Source: an optimization exercise on an open RTL-to-GDS flow (aim: small area). Production flows keep margins and buffers that such runs may drop.
RTL that was checked went through simulation tests only; none was proved equivalent to the original.
Power and IR drop assume default switching activity.

==> run C <==
Design tank_game, start of the top module:
module tank_game(
    input        clk,
    input        rst_n,
    input        press_up_1,
    input        press_down_1,
    input        press_left_1,
    input        press_right_1,
    input        press_fire_1,
    input        press_up_2,
    input        press_down_2,
    input        press_left_2,
    input        press_right_2,
    input        press_fire_2,
    input        vga_busy,
    input  [5:0] vga_x,
    input  [5:0] vga_y,
    output       is_map,
    output [1:0] game_state,
    output [1:0] who_wins,
    output [5:0] tank_1_x,
    output [5:0] tank_1_y,
    output [1:0] tank_1_dir,
    output [2:0] tank_1_life,
    output [5:0] tank_2_x,
    output [5:0] tank_2_y,
    output [1:0] tank_2_dir,
    output [2:0] tank_2_life,
    output [4:0] valid_1_shell,
    output [4:0] valid_2_shell,
    output [5:0] shell_1_0_x, output [5:0] shell_1_0_y,
    output [5:0] shell_1_1_x, output [5:0] shell_1_1_y,
    output [5:0] shell_1_2_x, output [5:0] shell_1_2_y,
    output [5:0] shell_1_3_x, output [5:0] shell_1_3_y,
    output [5:0] shell_1_4_x, output [5:0] shell_1_4_y,
    output [5:0] shell_2_0_x, output [5:0] shell_2_0_y,
    output [5:0] shell_2_1_x, output [5:0] shell_2_1_y,
    output [5:0] shell_2_2_x, output [5:0] shell_2_2_y,
    output [5:0] shell_2_3_x, output [5:0] shell_2_3_y,
    output [5:0] shell_2_4_x, output [5:0] shell_2_4_y
);
localparam [1:0] START = 2'd0, GAME = 2'd1, END = 2'd2;
reg  [1:0] state;
reg  [1:0] wins;
reg        map_q;
reg        frame;
reg  [2:0] cmd_1, cmd_2;
reg        fire_q_1, fire_q_2;
reg        hit_1, hit_2;           
reg        hurt_1, hurt_2;
wire game = (state == GAME);
wire end_screen = (state == END);
assign game_state = state;
assign who_wins = wins;
assign is_map = map_q;
tg_tank #(.INIT_X(6'd6), .INIT_Y(6'd38), .INIT_DIR(2'd3)) u_tank_1(
    .clk(clk), .rst_n(rst_n), .dir_in(cmd_1), .frame(frame), .end_screen(end_screen),
    .hurt(hurt_1), .x(tank_1_x), .y(tank_1_y), .life(tank_1_life), .dir(tank_1_dir));
tg_tank #(.INIT_X(6'd57), .INIT_Y(6'd6), .INIT_DIR(2'd2)) u_tank_2(
    .clk(clk), .rst_n(rst_n), .dir_in(cmd_2), .frame(frame), .end_screen(end_screen),
  ...
export LEC_CHECK = 0
export CAP_MARGIN = 20
export CORE_MARGIN = 2
export CORE_UTILIZATION = 35
export PLACE_DENSITY = 0.5
export SLEW_MARGIN = 20
create_clock -name core_clock -period 40.0 [get_ports {clk}]
run.sh (not shown) runs the stock make flow with config.mk's settings and CLKGATE_MAP_FILE= SYNTH_SCRIPT=/design/flow/synth_recipe.tcl, a recipe that flattens the netlist after the stock synthesis.
==> run Y (differences from run C) <==
--- a/flow/design.v
+++ b/flow/design.v
@@ -85,34 +85,47 @@
     reg [1:0] cnt;
     reg [2:0] last;
     wire same = (last == dir_in);
     wire move = frame & same & (cnt == 2'd3) & ~last[2];
     wire turn = frame & ~dir_in[2] & ((cnt == 2'd0) | move);
+    function automatic [5:0] radd(input [5:0] a, input [5:0] b, input ci);
+        reg cy;
+        integer i;
+        begin
+            cy = ci;
+            for (i = 0; i < 6; i = i + 1) begin
+                radd[i] = a[i] ^ b[i] ^ cy;
+                cy = (a[i] & b[i]) | (cy & (a[i] ^ b[i]));
+            end
+        end
+    endfunction
     wire [5:0] c  = last[1] ? x : y;
-    wire [5:0] cn = c + {{5{~last[0]}}, 1'b1};
+    wire [5:0] cn = radd(c, {{5{~last[0]}}, 1'b1}, 1'b0);
+    wire [1:0] cnt_n = {cnt[1] ^ cnt[0], ~cnt[0]};
+    wire [2:0] life_n = {life[2] ^ (life[1:0] == 2'b00), life[1] ^ ~life[0], ~life[0]};
     always @(posedge clk or negedge rst_n) begin
         if (~rst_n) begin
             cnt  <= 2'd0;
             last <= 3'd4;
             dir  <= INIT_DIR;
             x    <= INIT_X;
             y    <= INIT_Y;
             life <= 5;
         end else begin
             if (frame) begin
-                cnt  <= same ? cnt + 2'd1 : 2'd0;
+                cnt  <= same ? cnt_n : 2'd0;
                 last <= dir_in;
             end
             if (turn) dir <= dir_in[1:0];
             if (end_screen) begin
                 x    <= INIT_X;
                 y    <= INIT_Y;
                 life <= 5;
             end else begin
                 if (move &  last[1]) x <= cn;
                 if (move & ~last[1]) y <= cn;
-                if (hurt) life <= life - 3'd1;
+                if (hurt) life <= life_n;
             end
         end
     end
 endmodule
 module tg_shell(
@@ -135,28 +148,41 @@
     reg       vanish;
     reg [3:0] count;
     reg [1:0] rdir;
     wire wall;
     tg_wall u_wall(.x(x), .y(y), .wall(wall));
-    wire [5:0] dx = x + hx;
-    wire [5:0] dy = y + hy;
+    function automatic [5:0] radd(input [5:0] a, input [5:0] b, input ci);
+        reg cy;
+        integer i;
+        begin
+            cy = ci;
+            for (i = 0; i < 6; i = i + 1) begin
+                radd[i] = a[i] ^ b[i] ^ cy;
+                cy = (a[i] & b[i]) | (cy & (a[i] ^ b[i]));
+            end
+        end
+    endfunction
+    wire [5:0] dx = radd(x, hx, 1'b0);
+    wire [5:0] dy = radd(y, hy, 1'b0);
     wire in_x = (dx[5:3] == 3'd0) & ~(dx[2] & (dx[1] | dx[0]));
     wire in_y = (dy[5:3] == 3'd0) & ~(dy[2] & (dy[1] | dy[0]));
     wire live = fly & ~vanish;
     assign hit = live & in_x & in_y;
     assign valid = ~fly | vanish | end_screen;
-    wire step = (count == 4'd15);
+    wire fb = count[3] ^ count[2] ^ (count[2:0] == 3'b000);
+    wire [3:0] count_n = {count[2:0], fb};
+    wire step = (count == 4'b1000);
     wire [5:0] c  = rdir[1] ? x : y;
-    wire [5:0] cn = c + {{5{~rdir[0]}}, 1'b1};
+    wire [5:0] cn = radd(c, {{5{~rdir[0]}}, 1'b1}, 1'b0);
     wire load = ~fly | end_screen;
     always @(posedge clk) begin
         if (~rst_n) fly <= 1'b0;
         else if (end_screen) fly <= 1'b0;
         else if (fly) fly <= ~vanish;
         else fly <= fire;
         vanish <= game & live & (wall | in_x & in_y);
-        count <= fly ? count + 4'd1 : 4'd0;
+        count <= fly ? count_n : 4'd0;
         if (~fly) rdir <= dir_in;
         if (load) begin
             x <= tank_x;
             y <= tank_y;
         end else if (step) begin
@@ -223,12 +249,24 @@
     .clk(clk), .rst_n(rst_n), .dir_in(cmd_1), .frame(frame), .end_screen(end_screen),
     .hurt(hurt_1), .x(tank_1_x), .y(tank_1_y), .life(tank_1_life), .dir(tank_1_dir));
 tg_tank #(.INIT_X(6'd57), .INIT_Y(6'd6), .INIT_DIR(2'd2)) u_tank_2(
     .clk(clk), .rst_n(rst_n), .dir_in(cmd_2), .frame(frame), .end_screen(end_screen),
     .hurt(hurt_2), .x(tank_2_x), .y(tank_2_y), .life(tank_2_life), .dir(tank_2_dir));
-wire [6:0] ddx = {1'b0, tank_1_x} - {1'b0, tank_2_x};
-wire [6:0] ddy = {1'b0, tank_1_y} - {1'b0, tank_2_y};
+function automatic [6:0] rsub(input [5:0] a, input [5:0] b);
+    reg cy;
+    integer i;
+    begin
+        cy = 1'b1;
+        for (i = 0; i < 6; i = i + 1) begin
+            rsub[i] = a[i] ^ ~b[i] ^ cy;
+            cy = (a[i] & ~b[i]) | (cy & (a[i] ^ ~b[i]));
+        end
+        rsub[6] = ~cy;
+    end
+endfunction
+wire [6:0] ddx = rsub(tank_1_x, tank_2_x);
+wire [6:0] ddy = rsub(tank_1_y, tank_2_y);
 wire dx_pos = ~ddx[6] & (ddx[5:0] != 6'd0) & (ddx[5:0] <= 6'd6);      
 wire dx_neg = ddx[6] & (ddx[5:0] >= 6'd58);                           
 wire dx_near = ~ddx[6] ? (ddx[5:0] <= 6'd5) : (ddx[5:0] >= 6'd59);     
 wire dy_pos = ~ddy[6] & (ddy[5:0] != 6'd0) & (ddy[5:0] <= 6'd6);
 wire dy_neg = ddy[6] & (ddy[5:0] >= 6'd58);
@@ -248,33 +286,46 @@
 wire br_1 = (tank_1_x >= 6'd61) | wr_1 | (dx_neg & dy_near);
 wire bu_2 = (tank_2_y <= 6'd2)  | wu_2 | (dy_neg & dx_near);
 wire bd_2 = (tank_2_y >= 6'd41) | wd_2 | (dy_pos & dx_near);
 wire bl_2 = (tank_2_x <= 6'd2)  | wl_2 | (dx_neg & dy_near);
 wire br_2 = (tank_2_x >= 6'd61) | wr_2 | (dx_pos & dy_near);
+reg blk_1, blk_2;
+always @* begin
+    case (tank_1_dir)
+        2'd0: blk_1 = bu_1;
+        2'd1: blk_1 = bd_1;
+        2'd2: blk_1 = bl_1;
+        default: blk_1 = br_1;
+    endcase
+    case (tank_2_dir)
+        2'd0: blk_2 = bu_2;
+        2'd1: blk_2 = bd_2;
+        2'd2: blk_2 = bl_2;
+        default: blk_2 = br_2;
+    endcase
+end
 function automatic [2:0] command(input up, input down, input left, input right,
-                                 input [1:0] facing,
-                                 input bu, input bd, input bl, input br);
+                                 input [1:0] facing, input blocked);
     reg [1:0] p;
-    reg b;
     begin
-        if (~up)         begin p = 2'd0; b = bu; end
-        else if (~down)  begin p = 2'd1; b = bd; end
-        else if (~left)  begin p = 2'd2; b = bl; end
-        else             begin p = 2'd3; b = br; end
+        p = ~up ? 2'd0 : ~down ? 2'd1 : ~left ? 2'd2 : 2'd3;
         if (up & down & left & right) command = 3'd4;
         else if (facing != p) command = {1'b0, p};
-        else command = b ? 3'd4 : {1'b0, p};
+        else command = blocked ? 3'd4 : {1'b0, p};
     end
 endfunction
 wire [2:0] next_cmd_1 = command(press_up_1, press_down_1, press_left_1, press_right_1,
-                                tank_1_dir, bu_1, bd_1, bl_1, br_1);
+                                tank_1_dir, blk_1);
 wire [2:0] next_cmd_2 = command(press_up_2, press_down_2, press_left_2, press_right_2,
-                                tank_2_dir, bu_2, bd_2, bl_2, br_2);
-wire [5:0] hx_1 = 6'd2 - tank_2_x, hy_1 = 6'd2 - tank_2_y;    
-wire [5:0] hx_2 = 6'd2 - tank_1_x, hy_2 = 6'd2 - tank_1_y;
-wire [4:0] shot_1 = frame & fire_q_1 ? valid_1_shell & (~valid_1_shell + 5'd1) : 5'd0;
-wire [4:0] shot_2 = frame & fire_q_2 ? valid_2_shell & (~valid_2_shell + 5'd1) : 5'd0;
+                                tank_2_dir, blk_2);
+wire [5:0] hx_1 = ~tank_2_x + 6'd3, hy_1 = ~tank_2_y + 6'd3;    
+wire [5:0] hx_2 = ~tank_1_x + 6'd3, hy_2 = ~tank_1_y + 6'd3;
+function automatic [4:0] lowest(input [4:0] v);
+    lowest = {v[4] & ~|v[3:0], v[3] & ~|v[2:0], v[2] & ~|v[1:0], v[1] & ~v[0], v[0]};
+endfunction
+wire [4:0] shot_1 = frame & fire_q_1 ? lowest(valid_1_shell) : 5'd0;
+wire [4:0] shot_2 = frame & fire_q_2 ? lowest(valid_2_shell) : 5'd0;
 wire [4:0] sh_hit_1, sh_hit_2;
 wire [5:0] sx_1 [0:4], sy_1 [0:4], sx_2 [0:4], sy_2 [0:4];
 genvar k;
 generate
     for (k = 0; k < 5; k = k + 1) begin : g_shell
==> flow/flow/run.sh (new file) <==
#!/bin/bash
# Layout: the standard ORFS flow, with the smallest buffer on the ports and
# no dummy loads in the clock tree.
set -euo pipefail
export BUFFER_PORTS_ARGS="-buffer_cell sky130_fd_sc_hd__buf_1"
export CTS_ARGS="-sink_clustering_enable -repair_clock_nets -dont_use_dummy_load"
bash standard.sh > standard.log 2>&1
==> flow/standard.sh (new file) <==
#!/bin/bash
# synth_recipe.tcl (not shown) runs the flow's synth.tcl, then flattens the netlist and writes it again
# the make line also repeats each setting of config.mk as NAME=value (left out here)
make -C /OpenROAD-flow-scripts/flow DESIGN_CONFIG=/design/flow/config.mk WORK_HOME=/design/flow/orfs CLKGATE_MAP_FILE= SYNTH_SCRIPT=/design/flow/synth_recipe.tcl "${@:-finish}"
removed: flow/run.sh
==> qor summary <==
|  | run C | run Y |
|---|---|---|
| GR Util met3 | 0.0226 | 0.0367 |
| Power share of the sequential group | 0.263 | 0.326 |
| Fraction of the mapped netlist area in adder cells | 0.139 | 0.169 |
| Status | finished clean | finished clean |
| Global placer's final weighted congestion | 0.894 | 0.904 |
| Multi-input gate share of the layout cell area | 0.559 | 0.549 |
| Area growth from synthesis to layout | 15.8% | 10.3% |
| Wirelength per Cell | 22.2 um | 22.4 um |
| Number of nets in the final layout | 3,051 | 2,608 |
| Synth unique cells | 89 | 92 |
| Clk pin slew, worst setup/hold paths | 60 ps | 50 ps |
| Met2 GRT Util | 0.376 | 0.352 |
| Sequential Power | 0.526 mW | 0.538 mW |
| Number of antenna violations at the first check in global routing | 1 | 2 |
| Comb power frac | 0.591 | 0.532 |
| Minimum setup slack in the final design | 29,420 ps | 29,610 ps |
| Final clock skew | 21.8 ps | 36.1 ps |
| Maximum achievable frequency | 0.0946 GHz | 0.0962 GHz |
Only the layout flow was run in run Y; the RTL was not checked for function there.

========
==> trial 56 <==
Another version of the RTL of tank_game (not shown whole).
Settings: LEC_CHECK=0, CAP_MARGIN=0, CORE_MARGIN=2, CORE_UTILIZATION=35, GPL_TIMING_DRIVEN=0, PLACE_DENSITY=0.5, SLEW_MARGIN=0; clock period 40.0 ns.
standard.sh (not shown) runs the stock make flow with config.mk's settings and CLKGATE_MAP_FILE= SYNTH_SCRIPT=/design/flow/synth_recipe.tcl, a recipe that flattens the netlist after the stock synthesis.
==> flow/flow/run.sh <==
#!/bin/bash
# Layout: the standard ORFS flow, except that
#  - the standard synthesis's logic between the registers is re-mapped by ABC
#    for area with a few scripts, keeping the smallest result (registers
#    untouched: same cells, same names);
#  - the ports get the smallest buffer;
#  - the clock tree uses clkbuf_4 in clusters of at most 8 sinks, no dummy loads.
set -euo pipefail
W=$PWD
R=$W/orfs/results/$FLOW_PLATFORM/tank_game/base
LIB=$FLOW_HOME/platforms/$FLOW_PLATFORM/lib/sky130_fd_sc_hd__tt_025C_1v80.lib
export BUFFER_PORTS_ARGS="-buffer_cell sky130_fd_sc_hd__buf_1"
export CTS_ARGS="-sink_clustering_enable -repair_clock_nets -dont_use_dummy_load -buf_list sky130_fd_sc_hd__clkbuf_4 -sink_clustering_size 8 -sink_clustering_max_diameter 50"

bash standard.sh $R/1_2_yosys.v > $W/synth.log 2>&1
cp $R/1_2_yosys.v $W/standard_synth.v

best=""
best_area=""
for s in $W/flow/area*.abc; do
  n=$(basename $s .abc)
  sed -e "s#{LIB}#$LIB#g" -e "s#{IN}#$W/standard_synth.v#" -e "s#{OUT}#$W/remap_$n.v#" \
      -e "s#{TOP}#$FLOW_TOP#" -e "s#{ABC}#$s#" $W/flow/remap.ys > $W/remap_$n.ys
  yosys -q -l $W/remap_$n.log -s $W/remap_$n.ys > /dev/null
  a=$(grep "Chip area" $W/remap_$n.log | tail -1 | awk '{print $NF}')
  echo "$n $a" >> $W/remap_areas.txt
  if [[ -z "$best" ]] || awk -v a="$a" -v b="$best_area" 'BEGIN{exit !(a < b)}'; then
    best=$n; best_area=$a
  fi
done
echo "chosen $best $best_area" >> $W/remap_areas.txt
cp $W/remap_$best.v $R/1_2_yosys.v
touch $R/1_2_yosys.v $R/1_2_yosys.sdc
bash standard.sh > $W/layout.log 2>&1
==> flow/flow/area.abc <==
&get -n
&st
&b
&dc2
&dch -f
&nf -R 1000
&st
&b
&dc2
&dch -f
&nf -R 1000
&st
&b
&dc2
&dch -f
&nf -R 1000
&st
&b
&dc2
&dch -f
&nf -R 1000
&put
topo
==> flow/flow/area1.abc <==
&get -n
&st
&b
&dc2
&dch -f
&nf -R 1000
&st
&b
&dc2
&dch -f
&nf -R 1000
&st
&b
&dc2
&dch -f
&nf -R 1000
&st
&b
&dc2
&dch -f
&nf -R 1000
&put
topo
==> flow/flow/area2.abc <==
&get -n
&st
&b
&dc2
&dch -f
&nf -R 1000
&st
&b
&dc2
&dch -f
&nf -R 1000
&st
&b
&dc2
&dch -f
&nf -R 1000
&st
&b
&dc2
&dch -f
&nf -R 1000
&put
&get -n
&st
&dch -f
&nf -R 1000 -p
&put
topo
==> flow/flow/area3.abc <==
&get -n
&st
&dc2
&dch -f
&nf -R 1000
&st
&dc2
&dch -f
&nf -R 1000
&st
&dc2
&dch -f
&nf -R 1000
&st
&dc2
&dch -f
&nf -R 1000
&put
topo
==> flow/flow/area4.abc <==
&get -n
&st
&dc2
&dch -f
&nf -R 1000
&st
&dc2
&dch -f
&nf -R 1000
&st
&dc2
&dch -f
&nf -R 1000
&st
&dc2
&dch -f
&nf -R 1000
&st
&dc2
&dch -f
&nf -R 1000
&st
&dc2
&dch -f
&nf -R 1000
&st
&dc2
&dch -f
&nf -R 1000
&st
&dc2
&dch -f
&nf -R 1000
&put
topo
==> flow/flow/remap.ys <==
# Re-map the standard synthesis's logic for area. The registers are kept as
# they are (same cells, same names): only the cells between them are re-mapped.
read_liberty -ignore_miss_func -ignore_miss_dir {LIB}
blackbox sky130_fd_sc_hd__df* sky130_fd_sc_hd__edf* sky130_fd_sc_hd__sdf* sky130_fd_sc_hd__sedf* sky130_fd_sc_hd__dl* sky130_fd_sc_hd__lpflow_inputisolatch_1
read_verilog {IN}
hierarchy -top {TOP}
flatten
opt_clean
techmap
opt -fast
abc -liberty {LIB} -script {ABC} -dont_use sky130_fd_sc_hd__probe_p_8 -dont_use sky130_fd_sc_hd__probec_p_8 -dont_use sky130_fd_sc_hd__lpflow_*
read_liberty -lib -ignore_redef {LIB}
opt_clean -purge
setundef -zero
hilomap -singleton -hicell sky130_fd_sc_hd__conb_1 HI -locell sky130_fd_sc_hd__conb_1 LO
stat -liberty {LIB}
check -assert
write_verilog -noattr -nohex -nodec {OUT}
==> build 30 (differences from trial 56) <==
--- a/flow/design.v
+++ b/flow/design.v
@@ -84,47 +84,47 @@
     endfunction
     wire [5:0] c  = last[1] ? x : y;
     wire [5:0] cn = radd(c, {{5{~last[0]}}, 1'b1}, 1'b0);
     wire [1:0] cnt_n = {cnt[1] ^ cnt[0], ~cnt[0]};
     wire [2:0] life_n = {life[2] ^ (life[1:0] == 2'b00), life[1] ^ ~life[0], ~life[0]};
-    always @(posedge clk) begin
-        if (~rst_n | end_screen) begin
-            x    <= INIT_X;
-            y    <= INIT_Y;
-            life <= 5;
-        end else begin
-            if (move &  last[1]) x <= cn;
-            if (move & ~last[1]) y <= cn;
-            if (hurt) life <= life_n;
-        end
-    end
     always @(posedge clk or negedge rst_n) begin
         if (~rst_n) begin
             cnt  <= 2'd0;
             last <= 3'd4;
             dir  <= INIT_DIR;
+            x    <= INIT_X;
+            y    <= INIT_Y;
+            life <= 5;
         end else begin
             if (frame) begin
                 cnt  <= same ? cnt_n : 2'd0;
                 last <= dir_in;
             end
             if (turn) dir <= dir_in[1:0];
+            if (end_screen) begin
+                x    <= INIT_X;
+                y    <= INIT_Y;
+                life <= 5;
+            end else begin
+                if (move &  last[1]) x <= cn;
+                if (move & ~last[1]) y <= cn;
+                if (hurt) life <= life_n;
+            end
         end
     end
 endmodule
 module tg_shell(
     input            clk,
     input            rst_n,
     input            fire,
+    input            game,         
     input            end_screen,
     input      [1:0] dir_in,
     input      [5:0] tank_x,       
     input      [5:0] tank_y,
-    input      [5:0] nlx,          
-    input      [5:0] nhx,          
-    input      [5:0] nly,
-    input      [5:0] nhy,
+    input      [5:0] hx,           
+    input      [5:0] hy,
     output reg [5:0] x,
     output reg [5:0] y,
     output           valid,
     output           hit
 );
@@ -143,22 +143,14 @@
                 radd[i] = a[i] ^ b[i] ^ cy;
                 cy = (a[i] & b[i]) | (cy & (a[i] ^ b[i]));
             end
         end
     endfunction
-    function automatic cout(input [5:0] a, input [5:0] b, input ci);
-        reg cy;
-        integer i;
-        begin
-            cy = ci;
-            for (i = 0; i < 6; i = i + 1)
-                cy = (a[i] & b[i]) | (cy & (a[i] | b[i]));
-            cout = cy;
-        end
-    endfunction
-    wire in_x = cout(x, nlx, 1'b1) & ~cout(x, nhx, 1'b0);
-    wire in_y = cout(y, nly, 1'b1) & ~cout(y, nhy, 1'b0);
+    wire [5:0] dx = radd(x, hx, 1'b0);
+    wire [5:0] dy = radd(y, hy, 1'b0);
+    wire in_x = (dx[5:3] == 3'd0) & ~(dx[2] & (dx[1] | dx[0]));
+    wire in_y = (dy[5:3] == 3'd0) & ~(dy[2] & (dy[1] | dy[0]));
     wire live = fly & ~vanish;
     assign hit = live & in_x & in_y;
     assign valid = ~fly | vanish | end_screen;
     wire fb = count[3] ^ count[2] ^ (count[2:0] == 3'b000);
     wire [3:0] count_n = {count[2:0], fb};
@@ -169,11 +161,11 @@
     always @(posedge clk) begin
         if (~rst_n) fly <= 1'b0;
         else if (end_screen) fly <= 1'b0;
         else if (fly) fly <= ~vanish;
         else fly <= fire;
-        vanish <= live & (wall | in_x & in_y);
+        vanish <= game & live & (wall | in_x & in_y);
         count <= fly ? count_n : 4'd0;
         if (~fly) rdir <= dir_in;
         if (load) begin
             x <= tank_x;
             y <= tank_y;
@@ -295,31 +287,29 @@
 endfunction
 wire [2:0] next_cmd_1 = command(press_up_1, press_down_1, press_left_1, press_right_1,
                                 tank_1_dir, blk_1);
 wire [2:0] next_cmd_2 = command(press_up_2, press_down_2, press_left_2, press_right_2,
                                 tank_2_dir, blk_2);
-wire [5:0] lx_1 = tank_2_x - 6'd2, hx_1 = tank_2_x + 6'd2;    
-wire [5:0] ly_1 = tank_2_y - 6'd2, hy_1 = tank_2_y + 6'd2;
-wire [5:0] lx_2 = tank_1_x - 6'd2, hx_2 = tank_1_x + 6'd2;
-wire [5:0] ly_2 = tank_1_y - 6'd2, hy_2 = tank_1_y + 6'd2;
+wire [5:0] hx_1 = ~tank_2_x + 6'd3, hy_1 = ~tank_2_y + 6'd3;    
+wire [5:0] hx_2 = ~tank_1_x + 6'd3, hy_2 = ~tank_1_y + 6'd3;
 function automatic [4:0] lowest(input [4:0] v);
     lowest = {v[4] & ~|v[3:0], v[3] & ~|v[2:0], v[2] & ~|v[1:0], v[1] & ~v[0], v[0]};
 endfunction
 wire [4:0] shot_1 = frame & fire_q_1 ? lowest(valid_1_shell) : 5'd0;
 wire [4:0] shot_2 = frame & fire_q_2 ? lowest(valid_2_shell) : 5'd0;
 wire [4:0] sh_hit_1, sh_hit_2;
 wire [5:0] sx_1 [0:4], sy_1 [0:4], sx_2 [0:4], sy_2 [0:4];
 genvar k;
 generate
     for (k = 0; k < 5; k = k + 1) begin : g_shell
-        tg_shell u_1(.clk(clk), .rst_n(rst_n), .fire(shot_1[k]),
+        tg_shell u_1(.clk(clk), .rst_n(rst_n), .fire(shot_1[k]), .game(game),
             .end_screen(end_screen), .dir_in(tank_1_dir), .tank_x(tank_1_x), .tank_y(tank_1_y),
-            .nlx(~lx_1), .nhx(~hx_1), .nly(~ly_1), .nhy(~hy_1), .x(sx_1[k]), .y(sy_1[k]), .valid(valid_1_shell[k]),
+            .hx(hx_1), .hy(hy_1), .x(sx_1[k]), .y(sy_1[k]), .valid(valid_1_shell[k]),
             .hit(sh_hit_1[k]));
-        tg_shell u_2(.clk(clk), .rst_n(rst_n), .fire(shot_2[k]),
+        tg_shell u_2(.clk(clk), .rst_n(rst_n), .fire(shot_2[k]), .game(game),
             .end_screen(end_screen), .dir_in(tank_2_dir), .tank_x(tank_2_x), .tank_y(tank_2_y),
-            .nlx(~lx_2), .nhx(~hx_2), .nly(~ly_2), .nhy(~hy_2), .x(sx_2[k]), .y(sy_2[k]), .valid(valid_2_shell[k]),
+            .hx(hx_2), .hy(hy_2), .x(sx_2[k]), .y(sy_2[k]), .valid(valid_2_shell[k]),
             .hit(sh_hit_2[k]));
     end
 endgenerate
 assign shell_1_0_x = sx_1[0]; assign shell_1_0_y = sy_1[0];
 assign shell_1_1_x = sx_1[1]; assign shell_1_1_y = sy_1[1];
==> flow/flow/run.sh (replaced) <==
#!/bin/bash
# Layout: the standard ORFS flow, with the smallest buffer on the ports and
# no dummy loads in the clock tree.
set -euo pipefail
export BUFFER_PORTS_ARGS="-buffer_cell sky130_fd_sc_hd__buf_1"
export CTS_ARGS="-sink_clustering_enable -repair_clock_nets -dont_use_dummy_load -buf_list sky130_fd_sc_hd__clkbuf_4"
bash standard.sh > standard.log 2>&1
CAP_MARGIN = 20   (was 0)
GPL_TIMING_DRIVEN = default   (was 0)
SLEW_MARGIN = 20   (was 0)
removed: flow/flow/area.abc
removed: flow/flow/area1.abc
removed: flow/flow/area2.abc
removed: flow/flow/area3.abc
removed: flow/flow/area4.abc
removed: flow/flow/remap.ys
==> summary.txt <==
quantity	build 30	trial 56
Result of the run	no timing/DRC/antenna violations	no timing/DRC/antenna violations
Met1 usage in global routing	0.3124	0.3411
Slowest cell on the critical path	sky130_fd_sc_hd__buf_4	sky130_fd_sc_hd__nand2b_2
Fill cell instance count of the final layout	5974	5440
Via count of the first global-routing pass	17080	17670
1st-iter DRT viols	1395	1787
Num rows	88	84
Count of inserted antenna diode cells	1	4
Placed cells	3072	3142
Register area	6922 um^2	6760 um^2
Longest individual stage delay on the worst path	490 ps	460 ps
Number of H-tree branching levels	3	2
Growth of design area from synthesis to finish	9.573%	10.74%
Peak VDD IR	0.03327 mV	0.01966 mV
CP Data Arrival Time	2520 ps	2310 ps
Period minus WS final	10520 ps	10310 ps
Critical-path maximum fanout	44	20
Initial Utilization	0.3550	0.3526
Well Taps	765	688
Worst setup endpoint	valid_2_shell[3]	valid_1_shell[0]
Average routed wire per standard cell	21.62 um	22.04 um
Clock latency at the later pin of the worst-skew pair	810 ps	790 ps
Power group with the highest consumption	combinational logic	registers
Layout cell share with drive strength beyond 1	0.08096	0.02323
P_seq	0.000535 W	0.000414 W
Met2 GRT Util	0.3534	0.4177
Seq area share	0.3072	0.3307
Only the layout flow was run in build 30; the RTL was not checked for function there.

static timing again, ports no longer ideal:
The results above use ideal ports. As a check the final layouts listed here were re-extracted and re-timed, cells and wires unchanged.
Step 1, drivers: a clkbuf_16 drives clk and a buf_2 each remaining input, both assumed.
Step 2 times the ports against the registers' clock, not the clock port: input delays grow and output delays shrink by t, the midpoint of the rising clock arrivals with the driver on.
Three values: no drivers, after step 1, after step 2; two values: the first two.
run	shift t [ns]	setup slack, ns	worst setup path after step 2	worst data-port slew with drivers (ns)
run C	0.633	29.424 / 29.368 / 29.637	input to register	0.04
run Y	0.622	29.609 / 29.550 / 30.172	register to output	0.04
trial 56	0.805	29.685 / 29.633 / 29.458	input to register	0.04
build 30	0.816	29.476 / 29.426 / 30.242	register to output	0.07
After both steps setup and hold are still met in every run listed. The setup slack of trial 56, which loses most, moves by -0.052 ns with the drivers and by -0.227 ns with both steps.
